What follows belongs to an exercise in optimizing a design on an open flow for small area; a production flow would make more cautious choices. The RTL was checked by simulation tests, not by an equivalence proof against the original design. Power and IR drop assume default switching activity.

===== flow/config.mk =====
export PLATFORM = sky130hd
export DESIGN_NAME = wb_slave
export DESIGN_NICKNAME = wb_slave
export VERILOG_FILES = /design/flow/design.v
export SDC_FILE = /design/flow/constraint.sdc
export NUM_CORES = 4
export LEC_CHECK = 0
export CAP_MARGIN = 20
export CORE_MARGIN = 2
export CORE_UTILIZATION = 40
export CTS_BUF_LIST = sky130_fd_sc_hd__clkbuf_16
export CTS_CLUSTER_DIAMETER = 100
export CTS_CLUSTER_SIZE = 30
export SLEW_MARGIN = 20
export SYNTH_HIERARCHICAL = 1

===== flow/constraint.sdc =====
create_clock -name core_clock -period 5.0 [get_ports {clk_i}]
set_input_delay 1.0000 -clock core_clock [delete_from_list [all_inputs] [get_ports {clk_i}]]
set_output_delay 1.0000 -clock core_clock [all_outputs]
set_load 0.01 [all_outputs]

===== flow/design.v =====
`default_nettype none
module wb_slave #(
	parameter ADDR_WIDTH = 16,
	parameter DATA_WIDTH = 32,
	parameter GRANULE = 8,
	parameter REGISTER_NUM = 16,
	localparam SEL_WIDTH = DATA_WIDTH / GRANULE
	) (
	input  wire rst_i,
	input  wire clk_i,
	input  wire [ADDR_WIDTH-1:0] adr_i,
	input  wire [DATA_WIDTH-1:0] dat_i,
	output reg  [DATA_WIDTH-1:0] dat_o,
	input  wire [SEL_WIDTH-1:0]  sel_i,
	input  wire we_i,
	input  wire stb_i,
	output wire ack_o,
	output wire err_o,
	output wire stall_o,
	input  wire cyc_i
	);
	reg [1:0] state;
	reg [3:0] r_adr;
	reg r_oor;
	wire idle = ~state[1] & ~state[0];
	wire in_range = ~|adr_i[ADDR_WIDTH-1:4];
	always @(posedge clk_i) begin
		if (idle) begin
			r_adr <= adr_i[3:0];
			r_oor <= ~in_range;
		end
	end
	always @(posedge clk_i) begin
		state[1] <= ~rst_i & ((state[0] & ~state[1]) | (state[1] & ~state[0] & stb_i));
		state[0] <= ~rst_i & ((~state[1] & stb_i) | (state[1] & state[0]));
	end
	assign   ack_o = state[1] & ~r_oor;
	assign   err_o = state[1] & r_oor;
	assign stall_o = state[1] & state[0];
	wire wr = ~rst_i & idle & stb_i & we_i & in_range;
	wire [REGISTER_NUM-1:0] wdec, wrk_n;
	wire [SEL_WIDTH-1:0] sel_n = ~sel_i;
	genvar gi, gb, gk;
	generate
		for (gi = 0; gi < REGISTER_NUM; gi = gi + 1) begin : g_dec
			assign wdec[gi] = (adr_i[3:0] == gi);
			assign wrk_n[gi] = ~(wr & wdec[gi]);
		end
	endgenerate
	reg [DATA_WIDTH-1:0] register_value [0:REGISTER_NUM-1];
	wire [DATA_WIDTH-1:0] rd_v [0:13];
	wire [13:0] rd_s [0:SEL_WIDTH-1];
	generate
		for (gi = 0; gi < REGISTER_NUM; gi = gi + 1) begin : g_reg
			if (gi != 8 && gi != 9) begin : g_st
				localparam integer RI = (gi < 8) ? gi : gi - 2;
				assign rd_v[RI] = register_value[gi];
				for (gb = 0; gb < SEL_WIDTH; gb = gb + 1) begin : g_byte
					wire w, h;
					wb_byte_en u_en (.wrk_n(wrk_n[gi]), .sel_n(sel_n[gb]), .rst(rst_i), .w(w), .h(h));
					for (gk = 0; gk < GRANULE; gk = gk + 1) begin : g_bit
						wire nxt;
						wb_hold u_hold (
							.q(register_value[gi][gb*GRANULE+gk]),
							.d(dat_i[gb*GRANULE+gk]),
							.w(w), .h(h), .nxt(nxt));
						always @(posedge clk_i)
							register_value[gi][gb*GRANULE+gk] <= nxt;
					end
				end
			end
		end
		wire [3:0] lo_n, hi_n;
		wb_predec u_plo (.a(r_adr[1:0]), .y_n(lo_n));
		wb_predec u_phi (.a(r_adr[3:2]), .y_n(hi_n));
		for (gb = 0; gb < SEL_WIDTH; gb = gb + 1) begin : g_rdec
			wb_rdec u_dec (.lo_n(lo_n), .hi_n(hi_n), .s(rd_s[gb]));
		end
		for (gk = 0; gk < DATA_WIDTH; gk = gk + 1) begin : g_rd
			wire o;
			wb_rdmux u_rd (
				.v({rd_v[13][gk], rd_v[12][gk], rd_v[11][gk], rd_v[10][gk],
				    rd_v[9][gk], rd_v[8][gk], rd_v[7][gk], rd_v[6][gk],
				    rd_v[5][gk], rd_v[4][gk], rd_v[3][gk], rd_v[2][gk],
				    rd_v[1][gk], rd_v[0][gk]}),
				.s(rd_s[gk/GRANULE]), .o(o));
			always @(*) dat_o[gk] = o;
		end
	endgenerate
endmodule
module wb_hold (
	input  wire q,
	input  wire d,
	input  wire w,
	input  wire h,
	output wire nxt
	);
	assign nxt = (q & h) | (d & w);
endmodule
module wb_byte_en (
	input  wire wrk_n,
	input  wire sel_n,
	input  wire rst,
	output wire w,
	output wire h
	);
	wb_nor2 u_w (.a(wrk_n), .b(sel_n), .y(w));
	wb_nor2 u_h (.a(rst), .b(w), .y(h));
endmodule
module wb_nor2 (
	input  wire a,
	input  wire b,
	output wire y
	);
	assign y = ~(a | b);
endmodule
module wb_rdec (
	input  wire [3:0] lo_n,
	input  wire [3:0] hi_n,
	output wire [13:0] s
	);
	genvar g;
	generate
		for (g = 0; g < 16; g = g + 1) begin : g_s
			if (g < 8 || g >= 10) begin : g_st
				wb_nor2 u_s (.a(lo_n[g % 4]), .b(hi_n[g / 4]), .y(s[g < 8 ? g : g - 2]));
			end
		end
	endgenerate
endmodule
module wb_predec (
	input  wire [1:0] a,
	output wire [3:0] y_n
	);
	assign y_n = ~(4'b0001 << a);
endmodule
module wb_rdmux (
	input  wire [13:0] v,
	input  wire [13:0] s,
	output wire o
	);
	wire [3:0] y;
	genvar g;
	generate
		for (g = 0; g < 4; g = g + 1) begin : g_aoi
			wb_aoi222 u_aoi (
				.a1(v[3*g]), .a2(s[3*g]), .b1(v[3*g+1]), .b2(s[3*g+1]),
				.c1(v[3*g+2]), .c2(s[3*g+2]), .y(y[g]));
		end
	endgenerate
	wb_rdout u_out (.y(y), .a1(v[12]), .a2(s[12]), .b1(v[13]), .b2(s[13]), .o(o));
endmodule
module wb_aoi222 (
	input  wire a1, a2, b1, b2, c1, c2,
	output wire y
	);
	assign y = ~((a1 & a2) | (b1 & b2) | (c1 & c2));
endmodule
module wb_rdout (
	input  wire [3:0] y,
	input  wire a1, a2, b1, b2,
	output wire o
	);
	assign o = ~&y | (a1 & a2) | (b1 & b2);
endmodule
`default_nettype wire

===== flow/flow/run.sh =====
#!/bin/bash
# The standard layout (standard.sh, with its standard synthesis), with two
# changes passed to ORFS through its own variables:
#  - port buffers use the smallest buffer cell instead of the resizer's pick;
#  - clock tree: larger sink clusters of clkbuf_16 and no dummy loads.
# The full output of the run goes to layout.log in this folder; ORFS's per-step
# logs stay under orfs/logs/.
set -euo pipefail
export BUFFER_PORTS_ARGS="-buffer_cell sky130_fd_sc_hd__buf_1"
export GPL_KEEP_OVERFLOW=0
export CTS_ARGS="-sink_clustering_enable -repair_clock_nets -sink_clustering_size 30 -sink_clustering_max_diameter 100 -buf_list sky130_fd_sc_hd__clkbuf_16 -dont_use_dummy_load"
bash standard.sh > layout.log 2>&1

===== flow/standard.sh =====
#!/bin/bash
# synth_recipe.tcl (not shown) runs the flow's synth.tcl, then flattens the netlist and writes it again
# the make line also repeats each setting of config.mk as NAME=value (left out here)
make -C /OpenROAD-flow-scripts/flow DESIGN_CONFIG=/design/flow/config.mk WORK_HOME=/design/flow/orfs CLKGATE_MAP_FILE= SYNTH_SCRIPT=/design/flow/synth_recipe.tcl "${@:-finish}"

==> results.rst, run 1 <==
.. list-table::
   :header-rows: 1

   * - Metric
     - Value
   * - Portion of the clock cycle consumed by the worst path in the final layout
     - 0.927
   * - Internal portion of total power
     - approximately 4.4 mW
   * - Number of hold violations in the final report
     - 0
   * - First-pass GRT wire length
     - about 75 mm
   * - Clock latency reported for the late side of the worst-skew pair
     - 0.54 ns
   * - Share of the synthesized area in the top cell type
     - 0.560
   * - Leakage power
     - 6.26 nW
   * - Worst Path Arrival
     - approximately 3.6 ns
   * - Ranking of synthesized cells by area
     - sky130_fd_sc_hd__dfxtp_1 (56%), sky130_fd_sc_hd__a22o_1 (24%), sky130_fd_sc_hd__a222oi_1 (8.0%)
   * - Number of setup violations in the final report
     - 0
   * - Met3 WL
     - 3.29 mm
   * - Post-detailed-route DRC marker count
     - 0
   * - Startpoint of the most critical setup path
     - r_adr[0]$_DFFE_PN_
   * - Required time of the worst setup path
     - 4.00 ns
   * - Initial core utilization
     - 0.405
   * - Sequential cell area fraction in the yosys report
     - 0.570
   * - Unrepaired setup endpoints after global routing
     - false
   * - Number of buffers created by CTS
     - 19
   * - Sum of net half-perimeters after detailed placement
     - between 30 and 40 mm
   * - Met2 Routed Length
     - about 23 mm
   * - Final cell count without fillers
     - 1952
   * - Core Util, Final
     - 0.436
   * - Outcome
     - timing/DRC/antenna clean
   * - Type of the setup path with the least slack
     - reg -> out
   * - Vertical extent of the die
     - between 200 and 250 um
   * - Worst hold-check slack
     - slightly below 0.5 ns
   * - Slew headroom
     - 0.185
   * - IO Count
     - approximately 90
   * - PwrDens
     - between 300 and 400 nW/um^2
   * - Max capacitance violation total
     - 0
   * - Clock sink count
     - 455
   * - Most common cell in the synthesized netlist
     - sky130_fd_sc_hd__dfxtp_1
   * - I/O Buffers
     - 90
   * - Most frequent cells after synthesis
     - sky130_fd_sc_hd__dfxtp_1 (450), sky130_fd_sc_hd__a22o_1 (448), sky130_fd_sc_hd__nor2_1 (173)
   * - PostCTS Resize Cnt
     - 0
   * - Final Slew Violations
     - 0
   * - Place WS
     - between 0.3 and 0.4 ns
   * - TritonCTS clock tree
     - done
   * - Hold Path Class
     - reg -> reg
   * - Routed WL per cell
     - between 20 and 30 um
   * - CTS root buf
     - sky130_fd_sc_hd__clkbuf_16
   * - PnR worst setup slack
     - 0.367 ns
   * - Part of the total power dissipated in combinational logic
     - 0.051
   * - Synthesis Warnings
     - 9
   * - Psw
     - about 1.4 mW
   * - Number of nets in the synthesized netlist
     - 1406
   * - Pre-Repair DR Iteration Count
     - 7
   * - Count of different cell masters after synthesis
     - 23
   * - Final design area excluding fillers
     - around 17000 um^2
   * - Clock edge transition at the registers on the reported setup and hold paths
     - roughly 0.11 ns
   * - Slew at the pin closest to its max-slew limit
     - around 1.2 ns
   * - Std cell rows
     - 73
   * - Worst r2r path cells
     - 6
   * - Number of flip-flops and latches in the synthesized netlist
     - between 400 and 500
   * - CORE AREA
     - just under 40000 um^2
   * - Synth-to-layout area growth
     - 7.68%
   * - GPL Wtd Cong
     - 0.834
   * - Kind of end point of the critical path
     - primary output
   * - Final-stage net count
     - around 1500
   * - Max Clock Skew
     - 0.0675 ns
   * - Async set-reset flop share out of synthesis
     - 0
   * - Largest net degree at the start of global routing
     - 33
   * - Sequential cell fraction of total power
     - 0.637
   * - Initial antenna violation count
     - 3
   * - Critical path fanouts, max
     - 16
   * - Routed length on met1
     - around 23 mm
   * - Cell area after synthesis
     - 16100 um^2
   * - DRT Wirelength
     - ~50 mm
   * - Final antenna-violating net count
     - 0
   * - Via count
     - around 13000
   * - Fraction of final layout cells sized beyond drive strength 1
     - 0.0169
   * - Min Clock Period, post-route
     - ~4.6 ns
   * - Switching part of the total power
     - 0.237
   * - Maximum clock frequency
     - between 200 and 250 MHz
   * - Type of element launching the critical path
     - flip-flop
   * - Area post-placement
     - roughly 17000 um^2
   * - Via density per instance
     - between 6 and 7
   * - Reg2Reg Setup Slack
     - roughly 1.6 ns
   * - Horizontal die dimension
     - 204 um
   * - Peak supply drop
     - approximately 170 uV
   * - Most used flip-flop cell after synthesis
     - sky130_fd_sc_hd__dfxtp_1
   * - End of the worst register-to-register path
     - register_value[14][19]$_DFF_P_
   * - Synth area leader
     - sky130_fd_sc_hd__dfxtp_1
   * - Worst setup path endpoint
     - dat_o[18]
   * - Remaining global-route overflow
     - 0
   * - Highest metal used
     - met4
   * - Share of total power in the clock network
     - 0.312
   * - Area of the die
     - approximately 42000 um^2
   * - Mapped Cells
     - roughly 1300
   * - Synth Area per Inst
     - around 12 um^2
   * - Total GRT Usage
     - 0.231
   * - Via count of the first global-routing pass
     - ~12000
   * - Number of buffers added for setup after CTS
     - 0
   * - Number of enable-type register cells in the synthesized netlist
     - 5
   * - DRC marker count from the first detailed-route iteration
     - about 1600
   * - Deepest level of the CTS H-tree
     - 1
   * - Worst r2r src
     - state[1]$_DFF_P_
   * - Hold-fix buffers at CTS
     - 0
   * - DP Cell Count
     - 1930
   * - Clock buffer depth
     - 3
-- worst min-delay path by stage --
| stage | slack, ns | end | cells after the start | startpoint |
|---|---|---|---|---|
| 2_1_floorplan | 0.46 | register_value[0][0]$_DFF_P_ | 1 | register_value[0][0]$_DFF_P_ |
| 6_report | 0.49 | register_value[6][7]$_DFF_P_ | 1 | register_value[6][7]$_DFF_P_ |
| 5_1_grt | 0.51 | register_value[11][15]$_DFF_P_ | 1 | register_value[11][15]$_DFF_P_ |
| 3_3_place_gp | 0.47 | register_value[11][24]$_DFF_P_ | 1 | register_value[11][24]$_DFF_P_ |
| 3_5_place_dp | 0.47 | register_value[3][31]$_DFF_P_ | 1 | register_value[3][31]$_DFF_P_ |
| 4_1_cts | 0.49 | register_value[13][5]$_DFF_P_ | 1 | register_value[13][5]$_DFF_P_ |
-- layout make-up --
class / count / area, um^2
diodes: 3 / 7.51
well taps: 525 / 657
fillers: 3751 / 22400
multi-input cells: 854 / 6640
inverters: 5 / 18.8
clock buffers: 19 / 475
repair buffers: 91 / 359
flip-flops and latches: 455 / 9160
-- per-module statistics from Yosys (local to each module, per instance), excerpt --
module	cells inside	flip-flops and latches	cell area (um^2)	copies in the design
wb_slave	533	455	9680	1
wb_aoi222	1	0	10.0	128
wb_predec	4	0	22.5	2
wb_rdout	2	0	16.3	32
wb_hold	1	0	8.76	448
wb_nor2	1	0	3.75	168
-- power groups by stage --
| stage | logic, mW | registers, mW | clock network (mW) |
|---|---|---|---|
| 3_5_place_dp | 0.284 | 3.72 | 0 |
| 2_1_floorplan | 0.112 | 3.72 | 0 |
| 4_1_cts | 0.285 | 3.64 | 1.82 |
| 6_report | 0.292 | 3.64 | 1.78 |
| 3_3_place_gp | 0.283 | 3.72 | 0 |
| 5_1_grt | 0.308 | 3.64 | 1.96 |
-- cell usage in the layout (no fill, tap or decap) --
cell,netlist,layout
sky130_fd_sc_hd__a222oi_1,128,128
sky130_fd_sc_hd__a221o_1,32,32
sky130_fd_sc_hd__nor4b_1,1,1
sky130_fd_sc_hd__inv_1,5,5
sky130_fd_sc_hd__or4_4,2,2
sky130_fd_sc_hd__a21oi_1,2,2
sky130_fd_sc_hd__nor2_1,173,173
sky130_fd_sc_hd__a22o_1,448,448
sky130_fd_sc_hd__nand2b_1,4,4
sky130_fd_sc_hd__nor4_1,1,1
sky130_fd_sc_hd__and3_1,1,1
sky130_fd_sc_hd__nor2b_1,4,4
sky130_fd_sc_hd__buf_12,0,1
sky130_fd_sc_hd__diode_2,0,3
sky130_fd_sc_hd__or2_1,2,2
sky130_fd_sc_hd__dfxtp_1,450,450
sky130_fd_sc_hd__edfxtp_1,5,5
sky130_fd_sc_hd__buf_2,1,1
sky130_fd_sc_hd__and2_1,4,4
sky130_fd_sc_hd__buf_1,0,89
sky130_fd_sc_hd__nand4_1,46,46
sky130_fd_sc_hd__nand3b_1,1,1
sky130_fd_sc_hd__clkbuf_16,0,19
sky130_fd_sc_hd__nand2_1,4,4
sky130_fd_sc_hd__nor2_4,1,1
-- sequential cells by signal (all words and copies together), names as in the netlist --
name            count
state               2
r_adr               4
register_value    448
r_oor               1
-- logic make-up after synthesis --
group           after synthesis  synth area share
compound gates              610             0.344
simple gates                244            0.0686
buf+inv                      40            0.0176
flops                       455             0.570
-- per-layer routing --
metal,global-route usage,vias up
met1,0.332,6407
met4,0.0701,0
li1,-,5837
met3,0.0259,76
met2,0.365,504
met5,0,-
-- worst max-delay path, stage by stage, from the launching register on --
cell and delay [ns]:
sky130_fd_sc_hd__edfxtp_1 0.39, sky130_fd_sc_hd__nand2b_1 0.94, sky130_fd_sc_hd__nor2_1 0.41, sky130_fd_sc_hd__a222oi_1 0.62
sky130_fd_sc_hd__nand4_1 0.24, sky130_fd_sc_hd__a221o_1 0.34, sky130_fd_sc_hd__buf_1 0.15
-- stage by stage --
stage	TNS, ns	total power, mW
floorplan	0	3.83
global placement	-248.87	4.00
detailed placement	0	4.00
CTS	0	5.74
global route	0	5.91
finish	0	5.71
==> run 2, diff against run 1 <==
==> flow/flow/run.sh (replaced) <==
#!/bin/bash
# The standard layout (standard.sh, with its standard synthesis), with two
# changes passed to ORFS through its own variables:
#  - port buffers use the smallest buffer cell instead of the resizer's pick;
#  - clock tree: sink clusters of ten under clkbuf_4 and no dummy loads.
# The full output of the run goes to layout.log in this folder; ORFS's per-step
# logs stay under orfs/logs/.
set -euo pipefail
export BUFFER_PORTS_ARGS="-buffer_cell sky130_fd_sc_hd__buf_1"
export GPL_KEEP_OVERFLOW=0
export CTS_ARGS="-sink_clustering_enable -repair_clock_nets -sink_clustering_size 10 -sink_clustering_max_diameter 100 -buf_list sky130_fd_sc_hd__clkbuf_4 -dont_use_dummy_load"
bash standard.sh > layout.log 2>&1
==> run 2 against run 1 <==
Sequential cell count is the same. Still clean. Via count rose by 0.97%. Total power decreased by 2.8%. Cell count rose by 1.7%. Critical path type unchanged. Global-route usage up 0.50 points. Die area stayed put. Design area down 0.51%.
==> results.rst, run 2 <==
.. list-table::
   :header-rows: 1

   * - Metric
     - Value
   * - Number of flip-flops and latches in the synthesized netlist
     - 455 (unchanged)
   * - Largest reg by FF count
     - register_value
   * - First-pass GRT wire length
     - 75.9 mm (+1.1%)
   * - Most common cell in the synthesized netlist
     - sky130_fd_sc_hd__dfxtp_1
   * - Number of buffers created by CTS
     - 51 (+32)
   * - Peak supply drop
     - 140 uV (-19%)
   * - PwrDens
     - 322 nW/um^2 (-2.3%)
   * - Final Slew Violations
     - 0 (unchanged)
   * - Initial core utilization
     - 0.405 (unchanged)
   * - Buf/Inv on CP
     - 1 (unchanged)
   * - Synth Area in XOR/XNOR
     - 0 (unchanged)
   * - Worst hold-check slack
     - 0.465 ns (-0.0246 ns)
   * - Cell breakdown of the critical path
     - nand2_1 -> nor2_1 -> a222oi_1 -> nand4_1 -> a221o_1 -> buf_1
   * - Type of element launching the critical path
     - flip-flop
   * - Maximum clock frequency
     - 208 MHz (-3.6%)
   * - Type of the setup path with the least slack
     - reg -> out
   * - Final antenna-violating net count
     - 0 (unchanged)
   * - Most common cell after layout, fill and taps aside
     - sky130_fd_sc_hd__dfxtp_1
   * - Sequential cell area fraction in the yosys report
     - 0.570 (unchanged)
   * - Via count of the first global-routing pass
     - 12337 (+2.4%)
   * - Pre-Repair DR Iteration Count
     - 9 (+2)
   * - Hold Path Class
     - in -> reg
   * - Share of the synthesized area in the top cell type
     - 0.560 (unchanged)
   * - Via density per instance
     - 6.52 (-0.71%)
   * - Remaining global-route overflow
     - 0 (unchanged)
   * - Setup TNS
     - 0 ns (unchanged)
   * - Registers with the highest flip-flop counts
     - register_value x448, r_adr x4, state x2
   * - Synthesis Warnings
     - 9 (unchanged)
   * - Outcome
     - timing/DRC/antenna clean
   * - TritonCTS clock tree
     - done
   * - CTS root buf
     - sky130_fd_sc_hd__clkbuf_4
   * - Slew at the pin closest to its max-slew limit
     - 1.15 ns (-0.0764 ns)
   * - DRC marker count from the first detailed-route iteration
     - 1561 (-3.0%)
   * - Min Clock Period, post-route
     - 4.81 ns (+0.173 ns)
   * - GPL Wtd Cong
     - 0.834 (unchanged)
   * - Cell area after synthesis
     - 16100 um^2 (unchanged)
   * - Delay contributed by the slowest stage of the critical path
     - 0.86 ns (-0.08 ns)
   * - Required time of the worst setup path
     - 4.00 ns (about the same)
   * - Clock buffer depth
     - 3 (unchanged)
   * - Mapped Cells
     - 1349 (unchanged)
   * - Most used flip-flop cell after synthesis
     - sky130_fd_sc_hd__dfxtp_1
   * - Largest net degree at the start of global routing
     - 33 (unchanged)
   * - Deepest level of the CTS H-tree
     - 2 (+1)
   * - Simple-gate share of the synthesized area
     - 0.0686 (unchanged)
   * - Leakage power
     - 6.26 nW (about the same)
   * - PostCTS Resize Cnt
     - 0 (unchanged)
   * - Vertical extent of the die
     - 204 um (unchanged)
   * - Overall Power
     - 5.55 mW (-2.8%)
   * - Crit-path leading delay family
     - simple AND/OR/NAND/NOR gates
   * - Max capacitance violation total
     - 0 (unchanged)
   * - Unrepaired setup endpoints after global routing
     - false
   * - Slowest cell on the critical path
     - sky130_fd_sc_hd__nand2_1
   * - Critical path fanouts, max
     - 16 (unchanged)
   * - Clock edge transition at the registers on the reported setup and hold paths
     - 0.11 ns (about the same)
   * - CORE AREA
     - 39700 um^2 (unchanged)
   * - Initial antenna violation count
     - 4 (+1)
   * - Adder-cell area share of the yosys netlist
     - 0 (unchanged)
   * - Slew headroom
     - 0.234 (+0.0491)
   * - Horizontal die dimension
     - 204 um (unchanged)
   * - Multiplexer share of the synthesized area
     - 0 (unchanged)
   * - Compound-cell area share of the yosys netlist
     - 0.344 (unchanged)
   * - Most used cells in the layout excluding fill and tap cells
     - sky130_fd_sc_hd__dfxtp_1 (450), sky130_fd_sc_hd__a22o_1 (448), sky130_fd_sc_hd__nor2_1 (173)
   * - Max FFs per register
     - 448 (unchanged)
   * - Via count
     - 12948 (+0.97%)
   * - Synth-to-layout area growth
     - 7.14%
   * - Clock sink count
     - 455 (unchanged)
   * - DRT Wirelength
     - 51.0 mm (+1.7%)
   * - Routed WL per cell
     - 25.7 um (about the same)
   * - Ranking of synthesized cells by area
     - sky130_fd_sc_hd__dfxtp_1 (56%), sky130_fd_sc_hd__a22o_1 (24%), sky130_fd_sc_hd__a222oi_1 (8.0%)
   * - Synth Area per Inst
     - 11.9 um^2 (unchanged)
   * - Number of setup violations in the final report
     - 0 (unchanged)
   * - Most frequent cells after synthesis
     - sky130_fd_sc_hd__dfxtp_1 (450), sky130_fd_sc_hd__a22o_1 (448), sky130_fd_sc_hd__nor2_1 (173)
   * - Clock latency reported for the late side of the worst-skew pair
     - 0.79 ns (+0.25 ns)
   * - Reg2Reg Setup Slack
     - 1.49 ns (-0.10 ns)
   * - Combinational family with the most area after synthesis
     - compound AO/OA/AOI/OAI gates
   * - Total GRT Usage
     - 0.236 (+0.00503)
   * - Hold-fix buffers at CTS
     - 0 (unchanged)
   * - Sum of net half-perimeters after detailed placement
     - 32.4 mm (unchanged)
   * - IO Count
     - 92 (unchanged)
   * - Count of different cell masters after synthesis
     - 23 (unchanged)
   * - Fraction of final layout cells sized beyond drive strength 1
     - 0.0391 (+0.0223)
   * - Count of filler cells inserted in the layout
     - 3782 (+0.83%)
   * - Number of hold violations in the final report
     - 0 (unchanged)
   * - I/O Buffers
     - 90 (unchanged)
   * - Final-stage net count
     - 1515 (+2.2%)
   * - Std cell rows
     - 73 (unchanged)
   * - Portion of the clock cycle consumed by the worst path in the final layout
     - 0.961 (+0.0346)
   * - Synth area leader
     - sky130_fd_sc_hd__dfxtp_1
   * - Max Clock Skew
     - 0.0451 ns (-0.0224 ns)
   * - Kind of end point of the critical path
     - primary output
   * - Post-detailed-route DRC marker count
     - 0 (unchanged)
   * - Area of the die
     - 41800 um^2 (unchanged)
   * - Async set-reset flop share out of synthesis
     - 0 (unchanged)
   * - Number of enable-type register cells in the synthesized netlist
     - 5 (unchanged)
   * - Number of nets in the synthesized netlist
     - 1406 (unchanged)
   * - Worst Path Arrival
     - 3.81 ns (+0.18 ns)
   * - Number of buffers added for setup after CTS
     - 0 (unchanged)
## run 2: tightest hold or removal path, cell delays in order
cell                      delay, ns
sky130_fd_sc_hd__buf_1         0.06
sky130_fd_sc_hd__nor4_1        0.05
sky130_fd_sc_hd__nand2_1       0.05
## run 2: layout make-up
| cell class | instances | area, um^2 | share of cell area |
|---|---|---|---|
| repair buffers | 91 | 359 | 0.0208 |
| clock buffers | 51 | 383 | 0.0222 |
| flip-flops and latches | 455 | 9160 | 0.532 |
| well taps | 525 | 657 | 0.0381 |
| multi-input cells | 854 | 6640 | 0.385 |
| inverters | 5 | 18.8 | 0.00109 |
| diodes | 4 | 10.0 | 0.000581 |
## run 2: cells by family after synthesis
group                  Yosys count
AND/OR/NAND/NOR                244
buffers and inverters           40
AO/OA/AOI/OAI                  610
flip-flops                     455
## run 2: path summary, 6_finish.rpt
kind,startpoint,endpoint,cells after the start
max,r_adr[1]$_DFFE_PN_,dat_o[28],6
min,adr_i[15],r_oor$_DFFE_PN_,3
max reg2reg,state[1]$_DFF_P_,register_value[15][0]$_DFF_P_,6
min reg2reg,register_value[7][19]$_DFF_P_,register_value[7][19]$_DFF_P_,1
## run 2: layer usage
layer / part of all wire / track usage / routed length (um) / vias up
met1: 0.44 / 0.329 / 22700 / 6409
met5: 0 / 0 / 0 / -
li1: - / - / - / 5910
met4: 0.032 / 0.0929 / 1640 / 0
met2: 0.45 / 0.368 / 23000 / 528
met3: 0.073 / 0.0369 / 3700 / 101
## run 2: through the flow
stage | cell area [um^2] | worst slack (ns) | util | std cells
after floorplan | 16100 | 2.14 | - | 1349
after global placement | 16800 | -0.764 | 0.423 | 1929
after detailed placement | 16800 | 0.337 | 0.424 | 1930
after CTS | 17200 | 0.170 | 0.433 | 1981
after global routing | 17200 | 0.0763 | 0.434 | 1984
final | 17200 | 0.194 | 0.434 | 1985
## run 2: where the power goes
group	total [mW]	internal [mW]	leakage (nW)	switching [mW]
Sequential	3.64	3.63	3.67	0.00346
Combinational	0.293	0.0342	2.36	0.259
Clock	1.62	0.468	0.235	1.15
Total	5.55	4.14	6.26	1.41
## run 2: per-module statistics from Yosys, one instance, submodules excluded, excerpt
module | area (um^2) | copies in the design
wb_aoi222 | 10.0 | 128
wb_hold | 8.76 | 448
wb_nor2 | 3.75 | 168
wb_predec | 22.5 | 2
wb_rdout | 16.3 | 32
wb_slave | 9680 | 1

==> what the ideal ports hide <==
In the flow no input, the clock included, has a driving cell. The finished layouts below were timed again as built, in two steps.
Step 1 (the two cells are an assumption about what drives the block):
set clk [get_ports {clk_i}]
set_driving_cell -lib_cell sky130_fd_sc_hd__clkbuf_16 $clk
set_driving_cell -lib_cell sky130_fd_sc_hd__buf_2 [delete_from_list [all_inputs] $clk]
Step 2 moves the port delays by t, midway between the first and last clock arrival at a register: inputs arrive t later, outputs are due t later. That takes back most of the time a late clock gives input paths.
Three values: ideal, step 1, step 2; two values: the first two.
run | t (ns) | setup slack, ns | clock arrival spread, ns | worst data-port slew with drivers (ns) | cell pins on the clock port's net
run 1 | 0.564 | 0.367 / 0.314 / 0.382 | 0.067 / 0.068 | 0.12 | 1
run 2 | 0.831 | 0.194 / 0.145 / 0.238 | 0.068 / 0.067 | 0.11 | 1
After both steps every run listed still meets setup and hold.
